Background: an optimization exercise with open tools, aiming at small area and a short achievable clock period. Do not read the settings as production practice.
RTL that was checked went through simulation tests only; none was proved equivalent to the original.
Only the layout flow was run in run 3; the RTL was not checked for function there.

===== design/flow/config.mk =====
export PLATFORM = sky130hd
export DESIGN_NAME = TM_ALU
export DESIGN_NICKNAME = TM_ALU
export VERILOG_FILES = /design/flow/design.v
export SDC_FILE = /design/flow/constraint.sdc
export NUM_CORES = 4
export LEC_CHECK = 0
export CAP_MARGIN = 20
export CORE_MARGIN = 2
export CORE_UTILIZATION = 40
export SLEW_MARGIN = 20

===== design/flow/constraint.sdc =====
create_clock -name core_clock -period 30.0 [get_ports {clk}]
set_input_delay 6.0000 -clock core_clock [delete_from_list [all_inputs] [get_ports {clk}]]
set_output_delay 6.0000 -clock core_clock [all_outputs]
set_load 0.01 [all_outputs]

===== design/flow/design.v =====
module TM_ALU (
    input  wire        clk,
    input  wire        reset,
    input  wire [7:0]  AvgTxLen,
    input  wire [7:0]  InstExed,
    input  wire [7:0]  CurTxLen,
    output wire [7:0]  AvgTxLen_new,
    output wire [7:0]  InstExed_new
);
    reg [15:0] mac_result;  
    reg [7:0]  inc_result;
    reg [15:0] mac_reg;     
    reg [7:0]  inc_reg;      
    reg [7:0]  AvgTxLen_reg;  
    always @(posedge clk) begin
        if (reset) begin
            mac_reg      <= 0;
            inc_reg      <= 0;
            AvgTxLen_reg <= 0;
        end else begin
            mac_result     <= AvgTxLen * InstExed;
            mac_reg      <= mac_result + CurTxLen;
            inc_result     <= InstExed + 1;
            inc_reg      <= inc_result;
            AvgTxLen_reg <= AvgTxLen;  
        end
    end
    reg [7:0] AvgTxLen_new_reg;
    always @(posedge clk) begin
        if (reset) begin
            AvgTxLen_new_reg <= 0;
        end else begin
            if (inc_reg == 0) begin  
                AvgTxLen_new_reg <= 0;
            end else begin
                AvgTxLen_new_reg <= mac_reg / inc_reg;
            end
        end
    end
    assign AvgTxLen_new  = AvgTxLen_new_reg;
    assign InstExed_new = (reset) ? 8'b0 : AvgTxLen_reg;  
endmodule

===== design/flow/run.sh =====
#!/bin/bash
# synth_recipe.tcl (not shown) runs the flow's synth.tcl, then flattens the netlist and writes it again
# the make line also repeats each setting of config.mk as NAME=value (left out here)
make -C /OpenROAD-flow-scripts/flow DESIGN_CONFIG=/design/flow/config.mk WORK_HOME=/design/flow/orfs CLKGATE_MAP_FILE= SYNTH_SCRIPT=/design/flow/synth_recipe.tcl finish

==> reports/qor.csv, run 1 <==
stage,metric,value,unit
run_status,outcome,finished clean,
clocking,clk_path_buf_depth,2,
clocking,clock_sinks,64,
worst_setup_path,critPathBufInv,9,
worst_setup_path,cp_slowest_cell,or4_4,
sta,setup_violations,0,
clocking,cts_tree,done,
logic_synthesis,synthCells,1161,
global_routing,grt_pass1_vias,8507,
place,port-buffer-count,41,
logic_synthesis,synth-edff-count,24,
sta,clock_skew,14.89,ps
routing,wl_per_cell,16.40,um
logic_synthesis,ys_seq_area_frac,0.1571,
global_routing,antenna_found_initial,0,
logic_synthesis,yosysWarningCount,1,
logic_synthesis,ys_ff_latch,64,
floorplan,die_x,159.6,um
worst_setup_path,start_kind,register,
global_routing,grt_pass1_wl,41.22,mm
sta,hold_violations,0,
cells_and_area,nets,1450,
place,dpl.hpwl,19.58,mm
floorplan,core,23610,um2
cells_and_area,antennaDiodeCount,0,
worst_setup_path,crit_type,reg -> reg,
logic_synthesis,synth_area,9683,um2
place,place_congestion,0.9208,
routing,via_per_inst,5.597,
sta,min_period,28450,ps
logic_synthesis,netlist_top_cells_area,"ha_1 19%, dfxtp_1 8.3%, fa_1 7.6%",
clocking,cts.htree.levels,3,
logic_synthesis,synth.distinct_cells,86,
clocking,cts-root-buf,clkbuf_16,
logic_synthesis,yosysTopAreaCell,ha_1,
worst_setup_path,worstPathRequired,30220,ps
cells_and_area,final_common_cell,ha_1,
sta,maxSlewHeadroom,0.3793,
routing,drtIter0Drc,463,
routing,drc,0,
sta,slew_viol_final,0,
worst_setup_path,critPathTopFamily,compound AO/OA/AOI/OAI gates,
logic_synthesis,synthFlopType,dfxtp_1,
logic_synthesis,synth_top_area_share,0.1887,
clocking,insertion_delay,350,ps
floorplan,start_util,0.4101,
sta,fin_crit_sh,0.9485,
worst_setup_path,crit_fanout,11,
routing,drt-pass1-iter-count,6,
cells_and_area,areaGrowthSynthToFinish,18.93,%
routing,antenna_left,0,
cells_and_area,fill_cells,2335,
clocking,path_clk_slew,70,ps
floorplan,num_io_pins,42,
worst_setup_path,crit_arrival,28670,ps
sta,max_freq,35.14,MHz
floorplan,rows,56,
global_routing,overflow,0,
worst_setup_path,cpMostUsedCell,o21a_1,
logic_synthesis,syn-num-nets,1370,
routing,vias,8760,
logic_synthesis,avgSynthCellArea,8.340,um2
worst_hold_path,hold_class,reg -> reg,
sta,worstMarginPinSlew,930.0,ps
logic_synthesis,ys_async_sr_fraction,0,
cells_and_area,fin_util,0.4877,
global_routing,grt_max_degree,42,
floorplan,dieArea,25470,um2
worst_setup_path,max_stage_delay,560,ps
cells_and_area,most-common-layout-cells,"141 x ha_1, 94 x inv_1, 90 x nand2_1, 69 x nor2_1, 64 x buf_4",
worst_setup_path,endpoint_kind,register,
global_routing,grt_usage,0.1977,
clocking,numCtsBuffers,9,
routing,finalWirelength,25.67,mm
floorplan,die_y,159.6,um
cells_and_area,layout-drive-gt1-share,0.1581,
flow_run,drv_cap,0,
==> timing repair <==
item | 4_1_cts | 5_1_grt
endpoints found under the hold margin | 0 | 0
hold buffers | 0 | 0
gates resized for setup | 8 | 80
setup endpoints to repair | 1 | 2
cloned | 0 | 1
buffers inserted | 0 | 31
pin swaps | 0 | 23
==> per-stage QoR <==
step / worst slack (ps) / cell area, um2 / hold WS, ps / TNS, ps / std cells
2_1_floorplan: 18.37 / 9683 / 428.5 / 0 / 1161
3_3_place_gp: -161.2 / 10580 / 431.3 / -161.2 / 1517
3_5_place_dp: -672.9 / 10580 / 439.6 / -672.9 / 1517
4_1_cts: 26.17 / 10910 / 451.3 / 0 / 1533
5_1_grt: -283.8 / 11520 / 471.7 / -283.8 / 1565
6_report: 1546 / 11520 / 446.3 / 0 / 1565
==> synthesized netlist by cell type (all sizes together) (5+ instances only) <==
cell,instances
and3,9
o22ai,6
o21bai,7
clkbuf,34
edfxtp,24
o31ai,15
nor4,8
a31oi,8
nand2b,15
and2,37
mux2,23
dfxtp,40
nor3,51
a21oi,61
o211ai,9
a21o,23
xor2,29
ha,146
or2,11
mux2i,16
or3,11
o21a,53
a211oi,5
inv,94
nor2b,38
o21ai,54
xnor2,33
nor2,76
fa,37
a31o,5
nand2,91
nand3,20
nand4,8
==> final timing paths <==
| check | cells after the start | to | slack, ps | from |
|---|---|---|---|---|
| worst max-delay path | 144 | AvgTxLen_new_reg[0]$_SDFF_PP0_ | 1550 | inc_reg[6]$_SDFF_PP0_ |
| worst min-delay path | 1 | inc_reg[6]$_SDFF_PP0_ | 450 | inc_result[6]$_DFFE_PN_ |
| worst max register to register | 144 | AvgTxLen_new_reg[0]$_SDFF_PP0_ | 1550 | inc_reg[6]$_SDFF_PP0_ |
| worst min register to register | 1 | inc_reg[6]$_SDFF_PP0_ | 450 | inc_result[6]$_DFFE_PN_ |
==> area by class of cell <==
class	instances	area [um2]	share of cell area
multi-input combinational	965	8046	0.6987
clock buffer	9	225.2	0.01956
sequential	64	1523	0.1322
timing repair buffer	107	907.1	0.07877
clock inverter	7	62.56	0.005432
tap	319	399.1	0.03466
inverter	94	352.8	0.03064
==> metal layers <==
metal	GRT usage	wire (um)	vias up
met5	0	0	-
met4	0.06653	640	0
met3	0.02813	1309	53
met2	0.3398	12160	238
met1	0.2540	11550	4147
li1	-	-	4322
==> cells by family (layout without fill, tap and decap cells) <==
kind of cell,Yosys count,after routing,synth area share
xor gates and xnor gates,62,62,0.05608
and+or+nand+nor,389,389,0.2096
muxes,39,39,0.04600
DFF,64,64,0.1571
AOI/OAI and AO/OA,291,291,0.2114
buffers and inverters,132,217,0.05362
adders and majority gates,184,184,0.2662
==> run 2, diff against run 1 <==
==> design/flow/design.v (replaced) <==
module TM_ALU (
    input  wire        clk,
    input  wire        reset,
    input  wire [7:0]  AvgTxLen,
    input  wire [7:0]  InstExed,
    input  wire [7:0]  CurTxLen,
    output wire [7:0]  AvgTxLen_new,
    output wire [7:0]  InstExed_new
);
    reg [7:0] a1, i1;
    always @(posedge clk) begin
        a1 <= reset ? 8'd0 : AvgTxLen;
        i1 <= InstExed;
    end
    wire [8:0] dif = {1'b0, CurTxLen} - {1'b0, a1};
    wire       s   = dif[8];
    wire [7:0] m   = dif[7:0] ^ {8{s}};
    reg [7:0] a2, i2, m2;
    reg       s2, z2;
    always @(posedge clk) begin
        a2 <= a1;
        i2 <= i1;
        m2 <= m;
        s2 <= s;
        z2 <= reset | (&i1);
    end
    wire [7:0] R [0:8];
    wire [7:0] Q;
    assign R[8] = m2;
    genvar j;
    generate
        for (j = 0; j < 8; j = j + 1) begin : row
            localparam integer W = 8 - j;
            wire [W:0] sum = {1'b0, R[j+1][7:j]} + {1'b0, ~i2[W-1:0]};
            wire uz;
            if (W == 8) begin : full
                assign uz = 1'b1;
            end else begin : part
                assign uz = ~|i2[7:W];
            end
            assign Q[j] = sum[W] & uz;
            if (j > 0) begin : keep
                assign R[j] = {Q[j] ? sum[W-1:0] : R[j+1][7:j], R[j+1][j-1:0]};
            end else begin : last
                assign R[j] = Q[j] ? sum[W-1:0] : R[j+1];
            end
        end
    endgenerate
    wire [7:0] q = a2 + (Q ^ {8{s2}});
    reg [7:0] out;
    always @(posedge clk) begin
        out <= (reset | z2) ? 8'd0 : q;
    end
    assign AvgTxLen_new = out;
    assign InstExed_new = reset ? 8'd0 : a1;
endmodule
==> reports/qor.csv, run 2 <==
stage,metric,value,unit
run_status,outcome,finished clean,
worst_setup_path,endpoint_kind,output pin,
sta,setup_slack,16450,ps
routing,antenna_left,0,
logic_synthesis,synth_area,3525,um2
routing,drc,0,
cells_and_area,most-common-layout-cells,"50 x dfxtp_1, 49 x ha_1, 41 x clkdlybuf4s50_1, 31 x nor2_1",
logic_synthesis,yosysWarningCount,1,
floorplan,die_x,97.87,um
sta,fin_crit_sh,0.4515,
logic_synthesis,ys_ff_latch,50,
clocking,cts-resized-gates,0,
logic_synthesis,netlist_top_cells_area,"dfxtp_1 28%, ha_1 17%, xnor2_1 6.7%",
worst_setup_path,crit_fanout,19,
global_routing,grt_pass1_wl,12.03,mm
routing,drt-pass1-iter-count,4,
cells_and_area,areaGrowthSynthToFinish,17.00,%
sta,min_period,13550,ps
floorplan,die_y,97.87,um
clocking,clk_path_buf_depth,2,
clocking,insertion_delay,300,ps
cells_and_area,antennaDiodeCount,0,
logic_synthesis,synth.distinct_cells,57,
logic_synthesis,yosysTopAreaCell,dfxtp_1,
clocking,cts-root-buf,clkbuf_8,
clocking,path_clk_slew,80,ps
worst_setup_path,crit_arrival,7550,ps
place,place_congestion,0.8266,
sta,max_freq,73.82,MHz
clocking,post_cts_buffers,0,
sta,maxSlewHeadroom,0.4718,
logic_synthesis,ys_async_sr_fraction,0,
floorplan,num_io_pins,42,
worst_setup_path,max_stage_delay,730,ps
worst_setup_path,worstPathRequired,24000,ps
clocking,cts.htree.levels,2,
worst_setup_path,start_kind,input port,
logic_synthesis,synthCells,372,
sta,setup_violations,0,
logic_synthesis,synth_common_cells,"50 x dfxtp_1, 49 x ha_1, 31 x nor2_1, 27 x inv_1, 27 x xnor2_1",
logic_synthesis,synthFlopType,dfxtp_1,
logic_synthesis,avgSynthCellArea,9.475,um2
global_routing,grt_max_degree,20,
worst_setup_path,path_cells,clkdlybuf4s50_1 -> nor2_1 -> clkdlybuf4s50_1,
sta,fin_hold_ws,353.9,ps
floorplan,core,8636,um2
logic_synthesis,synth_top_area_share,0.2840,
global_routing,antenna_found_initial,0,
sta,hold_violations,0,
flow_run,drv_cap,0,
global_routing,grt_usage,0.1510,
routing,vias,2683,
sta,rsz0062_at_grt,no,
global_routing,overflow,0,
worst_setup_path,cp_slowest_cell,clkdlybuf4s50_1,
worst_hold_path,hold_class,reg -> reg,
routing,via_per_inst,5.150,
clocking,ctsHoldBuffers,0,
floorplan,start_util,0.4081,
global_routing,grt_pass1_vias,2706,
place,port-buffer-count,41,
worst_setup_path,cpMostUsedCell,clkdlybuf4s50_1,
sta,finalSetupTns,0,ps
place,pre_cts_slack,16470,ps
clocking,numCtsBuffers,5,
floorplan,dieArea,9579,um2
cells_and_area,layout-drive-gt1-share,0.08717,
logic_synthesis,synth-edff-count,0,
worst_setup_path,crit_type,in -> out,
logic_synthesis,synth_most_common_cell,dfxtp_1,
routing,drtIter0Drc,56,
logic_synthesis,ys_seq_area_frac,0.2840,
sta,clock_skew,11.12,ps
routing,wl_per_cell,13.06,um
routing,finalWirelength,6.805,mm
cells_and_area,final_common_cell,dfxtp_1,
clocking,clock_sinks,50,
logic_synthesis,syn-num-nets,455,
clocking,cts_tree,done,
sta,worstMarginPinSlew,790.9,ps
cells_and_area,nets,496,
place,dpl.hpwl,5.720,mm
floorplan,rows,34,
sta,slew_viol_final,0,
[run 2: changes by cell type after synthesis, moves of 19 or more]
cell / previous run / this run
nor2_1: 76 / 31
inv_1: 94 / 27
nor2b_1: 38 / 17
a21oi_1: 59 / 19
fa_1: 37 / 8
and2_1: 37 / 1
ha_1: 146 / 49
nand2_1: 91 / 9
o21a_1: 52 / 2
xor2_1: 29 / 10
edfxtp_1: 24 / 0
o21ai_0: 49 / 17
clkbuf_1: 34 / 4
nor3_1: 49 / 10
[run 2: stage by stage]
stage / cells / area [um2] / utilization
floorplan: 372 / 3525 / -
global route: 521 / 4124 / 0.4775
CTS: 521 / 4124 / 0.4775
detailed placement: 514 / 4016 / 0.4651
global placement: 514 / 4016 / 0.4651
finish: 521 / 4124 / 0.4775
[run 2: final cells by class]
| type | count | area [um2] |
|---|---|---|
| well taps | 108 | 135.1 |
| fillers | 816 | 4512 |
| flip-flops and latches | 50 | 1001 |
| inverters | 27 | 101.3 |
| multi-input cells | 288 | 2369 |
| clock inverters | 2 | 38.79 |
| clock buffers | 5 | 68.82 |
| repair buffers | 41 | 410.4 |
[run 2: metal layers]
metal,vias up,track usage,wire [um]
met4,0,0.05876,200
met2,43,0.2434,3048
met5,-,0,0
met1,1230,0.1982,3322
met3,14,0.03221,234
li1,1396,-,-
[run 2: worst max-delay path, delay by kind of cell]
kind	cells	cell delay, ps
simple gates	1	240
buf+inv	2	1300
[run 2: cell families after synthesis]
family                   count (synthesis)  synth area share
XOR/XNOR                                37           0.09194
adder cells (fa/ha/maj)                 57            0.2194
buffers and inverters                   34           0.04402
AO/OA/AOI/OAI                           82            0.1637
multiplexers                            19           0.06212
AND/OR/NAND/NOR                         93            0.1349
flip-flops                              50            0.2840
[run 2: path summary, 6_finish.rpt]
check / slack, ps / depth (start not counted) / to / start
setup / recovery: 16450 / 3 / InstExed_new[5] / reset
setup reg to reg: 16990 / 49 / out[6]$_SDFF_PP0_ / i2[0]$_DFF_P_
hold reg to reg: 350 / 0 / i2[6]$_DFF_P_ / i1[6]$_DFF_P_
hold / removal: 350 / 0 / i2[6]$_DFF_P_ / i1[6]$_DFF_P_
==> run 3, diff against run 2 <==
==> design/flow/design.v (replaced) <==
module TM_ALU (
    input  wire        clk,
    input  wire        reset,
    input  wire [7:0]  AvgTxLen,
    input  wire [7:0]  InstExed,
    input  wire [7:0]  CurTxLen,
    output wire [7:0]  AvgTxLen_new,
    output wire [7:0]  InstExed_new
);
    reg [7:0] a1, i1;
    reg       r1;    
    always @(posedge clk) begin
        a1 <= AvgTxLen;
        i1 <= InstExed;
        r1 <= reset;
    end
    wire [8:0] dc;
    wire [7:0] dif;
    assign dc[0] = 1'b1;
    genvar b;
    generate
        for (b = 0; b < 8; b = b + 1) begin : sub
            wire x = CurTxLen[b] ^ ~a1[b];
            assign dif[b]  = x ^ dc[b];
            assign dc[b+1] = (CurTxLen[b] & ~a1[b]) | (dc[b] & x);
        end
    endgenerate
    wire       s = ~dc[8];
    wire [7:0] m = dif ^ {8{s}};
    reg [7:0] a2, i2, m2;
    reg       s2, z2;
    always @(posedge clk) begin
        a2 <= a1;
        i2 <= i1;
        m2 <= m;
        s2 <= s;
        z2 <= reset | (&i1);
    end
    wire [7:0] R [0:8];
    wire [7:0] Q;
    assign R[8] = m2;
    genvar j;
    generate
        for (j = 0; j < 8; j = j + 1) begin : row
            localparam integer W = 8 - j;
            wire [W-1:0] hi = R[j+1][7:j];
            wire [W:0]   c;
            wire [W-1:0] sm;
            assign c[0] = 1'b0;
            for (b = 0; b < W; b = b + 1) begin : bit_
                wire x = hi[b] ^ ~i2[b];
                assign sm[b]  = x ^ c[b];
                assign c[b+1] = (hi[b] & ~i2[b]) | (c[b] & x);
            end
            wire uz;
            if (W == 8) begin : full
                assign uz = 1'b1;
            end else begin : part
                assign uz = ~|i2[7:W];
            end
            assign Q[j] = c[W] & uz;
            if (j > 0) begin : keep
                assign R[j] = {Q[j] ? sm : hi, R[j+1][j-1:0]};
            end else begin : last
                assign R[j] = Q[j] ? sm : hi;
            end
        end
    endgenerate
    wire [7:0] qx = Q ^ {8{s2}};
    wire [8:0] ac;
    wire [7:0] q;
    assign ac[0] = 1'b0;
    generate
        for (b = 0; b < 8; b = b + 1) begin : add
            wire x = a2[b] ^ qx[b];
            assign q[b]    = x ^ ac[b];
            assign ac[b+1] = (a2[b] & qx[b]) | (ac[b] & x);
        end
    endgenerate
    reg [7:0] out;
    always @(posedge clk) begin
        out <= (reset | z2) ? 8'd0 : q;
    end
    assign AvgTxLen_new = out;
    assign InstExed_new = (reset | r1) ? 8'd0 : a1;
endmodule
==> design/flow/flow/run.sh (new file) <==
#!/bin/bash
# Standard ORFS layout, with the smallest buffer on the ports and a
# lighter clock tree (no dummy loads).
set -euo pipefail
export BUFFER_PORTS_ARGS="-buffer_cell sky130_fd_sc_hd__buf_1"
export CTS_ARGS="-sink_clustering_enable -repair_clock_nets -dont_use_dummy_load -buf_list sky130_fd_sc_hd__clkbuf_8"
bash standard.sh > standard.log 2>&1
==> design/flow/standard.sh (new file) <==
#!/bin/bash
# synth_recipe.tcl (not shown) runs the flow's synth.tcl, then flattens the netlist and writes it again
# the make line also repeats each setting of config.mk as NAME=value (left out here)
make -C /OpenROAD-flow-scripts/flow DESIGN_CONFIG=/design/flow/config.mk WORK_HOME=/design/flow/orfs CLKGATE_MAP_FILE= SYNTH_SCRIPT=/design/flow/synth_recipe.tcl "${@:-finish}"
removed: design/flow/run.sh
==> reports/qor.csv, run 3 <==
stage,metric,value,unit
floorplan,start_util,0.4114,
logic_synthesis,ys_ff_latch,51,
global_routing,overflow,0,
place,pre_cts_slack,12680,ps
floorplan,num_io_pins,42,
logic_synthesis,synth-edff-count,0,
clocking,cts.htree.levels,2,
worst_setup_path,critPathTopFamily,adder cells,
logic_synthesis,synth_most_common_cell,dfxtp_1,
cells_and_area,most-common-layout-cells,"51 x dfxtp_1, 41 x inv_1, 41 x buf_1, 34 x fa_1, 18 x nor2_1",
cells_and_area,fill_cells,710,
sta,rsz0062_at_grt,no,
worst_setup_path,worstRegToRegCells,66,
cells_and_area,final_common_cell,dfxtp_1,
worst_setup_path,cp_slowest_cell,or4_1,
logic_synthesis,ys_async_sr_fraction,0,
logic_synthesis,synth.distinct_cells,49,
global_routing,grt_pass1_vias,1862,
routing,wl_per_cell,11.88,um
logic_synthesis,ys_seq_area_frac,0.3440,
logic_synthesis,avgSynthCellArea,11.16,um2
floorplan,rows,31,
logic_synthesis,synth_common_cells,"51 x dfxtp_1, 41 x inv_1, 34 x fa_1, 18 x nor2_1, 16 x ha_1",
worst_setup_path,endpoint_kind,register,
logic_synthesis,synthFlopType,dfxtp_1,
sta,max_freq,57.77,MHz
floorplan,dieArea,8124,um2
worst_setup_path,start_kind,register,
routing,drtIter0Drc,73,
worst_setup_path,crit_start,i2[0]$_DFF_P_,
sta,clock_skew,17.70,ps
logic_synthesis,yosysWarningCount,1,
sta,hold_violations,0,
cells_and_area,layout-drive-gt1-share,0.07869,
place,dpl.hpwl,3.956,mm
cells_and_area,areaGrowthSynthToFinish,10.03,%
cells_and_area,nets,383,
routing,drc,0,
routing,antenna_left,0,
flow_run,drv_cap,0,
place,dp_cells,399,
clocking,path_clk_slew,70,ps
cells_and_area,multi_input_area,1744,um2
cells_and_area,register_area,1021,um2
logic_synthesis,synth_area,2968,um2
run_status,outcome,finished clean,
routing,drt-pass1-iter-count,4,
routing,vias,1754,
sta,worstMarginPinSlew,706.5,ps
clocking,numCtsBuffers,5,
worst_setup_path,crit_type,reg -> reg,
cells_and_area,fin_util,0.4527,
routing,finalWirelength,4.798,mm
logic_synthesis,synthCells,266,
global_routing,grt_usage,0.1333,
clocking,cts-resized-gates,0,
clocking,post_cts_buffers,0,
sta,min_period,17310,ps
global_routing,grt_max_degree,16,
sta,setup_slack,12690,ps
global_routing,grt_pass1_wl,8.769,mm
worst_setup_path,crit_cells,66,
sta,finalSetupTns,0,ps
floorplan,die_x,90.14,um
floorplan,die_y,90.14,um
clocking,clk_path_buf_depth,2,
clocking,insertion_delay,300,ps
logic_synthesis,netlist_top_cells_area,"dfxtp_1 34%, fa_1 23%, ha_1 6.7%",
worst_setup_path,critPathBufInv,11,
logic_synthesis,synth_top_area_share,0.3440,
routing,via_per_inst,4.342,
clocking,cts-root-buf,clkbuf_8,
worst_setup_path,r2r_start,i2[0]$_DFF_P_,
worst_setup_path,max_stage_delay,550,ps
place,port-buffer-count,41,
worst_hold_path,hold_start,i1[2]$_DFF_P_,
cells_and_area,final_cells,404,
floorplan,core,7214,um2
clocking,ctsHoldBuffers,0,
worst_hold_path,holdPathStages,0,
worst_setup_path,cpMostUsedCell,fa_1,
global_routing,antenna_found_initial,0,
sta,fin_crit_sh,0.5770,
logic_synthesis,yosysTopAreaCell,dfxtp_1,
clocking,clock_sinks,51,
sta,slew_viol_final,0,
cells_and_area,antennaDiodeCount,0,
worst_setup_path,worstPathRequired,30190,ps
clocking,cts_tree,done,
sta,setup_violations,0,
logic_synthesis,syn-num-nets,342,
place,place_congestion,0.8275,
worst_setup_path,crit_arrival,17500,ps
worst_setup_path,crit_fanout,9,
worst_hold_path,hold_class,reg -> reg,
sta,maxSlewHeadroom,0.5264,
[run 3: cells by family after synthesis]
logic type                 synth area share
AOI/OAI and AO/OA                   0.05607
xor gates and xnor gates            0.05312
adders and majority gates            0.2968
buffers and inverters               0.06830
DFF                                  0.3440
muxes                               0.05607
and+or+nand+nor                      0.1256
[run 3: area by class of cell]
class	instances	share of cell area
clock buffer	5	0.02107
inverter	41	0.04713
multi-input combinational	167	0.5341
sequential	51	0.3126
tap	99	0.03793
timing repair buffer	41	0.04713
[run 3: final timing paths]
path                       end  slack (ps)
min reg2reg      i2[2]$_DFF_P_         350
max reg2reg  out[7]$_SDFF_PP0_       12690
min              i2[2]$_DFF_P_         350
max          out[7]$_SDFF_PP0_       12690
[run 3: metrics by stage]
| stage | instance area (um2) | hold slack [ps] |
|---|---|---|
| 3_3_place_gp | 3197 | 337.5 |
| 3_5_place_dp | 3197 | 340.2 |
| 4_1_cts | 3266 | 353.6 |
| 5_1_grt | 3266 | 358.6 |
| 2_1_floorplan | 2968 | 330.4 |
| 6_report | 3266 | 352.7 |
[run 3: per-layer routing]
metal	GRT usage	share of wire
met2	0.2130	0.45
met3	0.02515	0.033
met4	0.04231	0.028
met1	0.1837	0.49
met5	0	0

## afterwards: timing with drivers on the ports
How much do the figures lean on ideal ports? The routed layouts below were timed once more, with nothing changed but the port constraints. Step 1, drivers: a clkbuf_16 drives clk and a buf_2 each remaining input, both assumed. Step 2 also shifts input and output timing later by t, the mid clock arrival at the registers, as if the neighbouring blocks saw the same clock. Three values: ideal, step 1, step 2; two values: the first two.
run	shift t [ns]	setup slack, ns	hold slack, ns	cell pins on the clock port's net
run 1	0.383	1.546 / 1.546 / 1.546	0.446 / 0.446 / 0.446	1
run 2	0.327	16.454 / 16.433 / 16.433	0.354 / 0.354 / 0.354	1
run 3	0.320	12.690 / 12.690 / 12.690	0.353 / 0.353 / 0.353	1
After both steps every run listed still meets setup and hold. The setup slack of run 2, which loses most, moves by -0.021 ns with the drivers and by -0.021 ns with both steps.
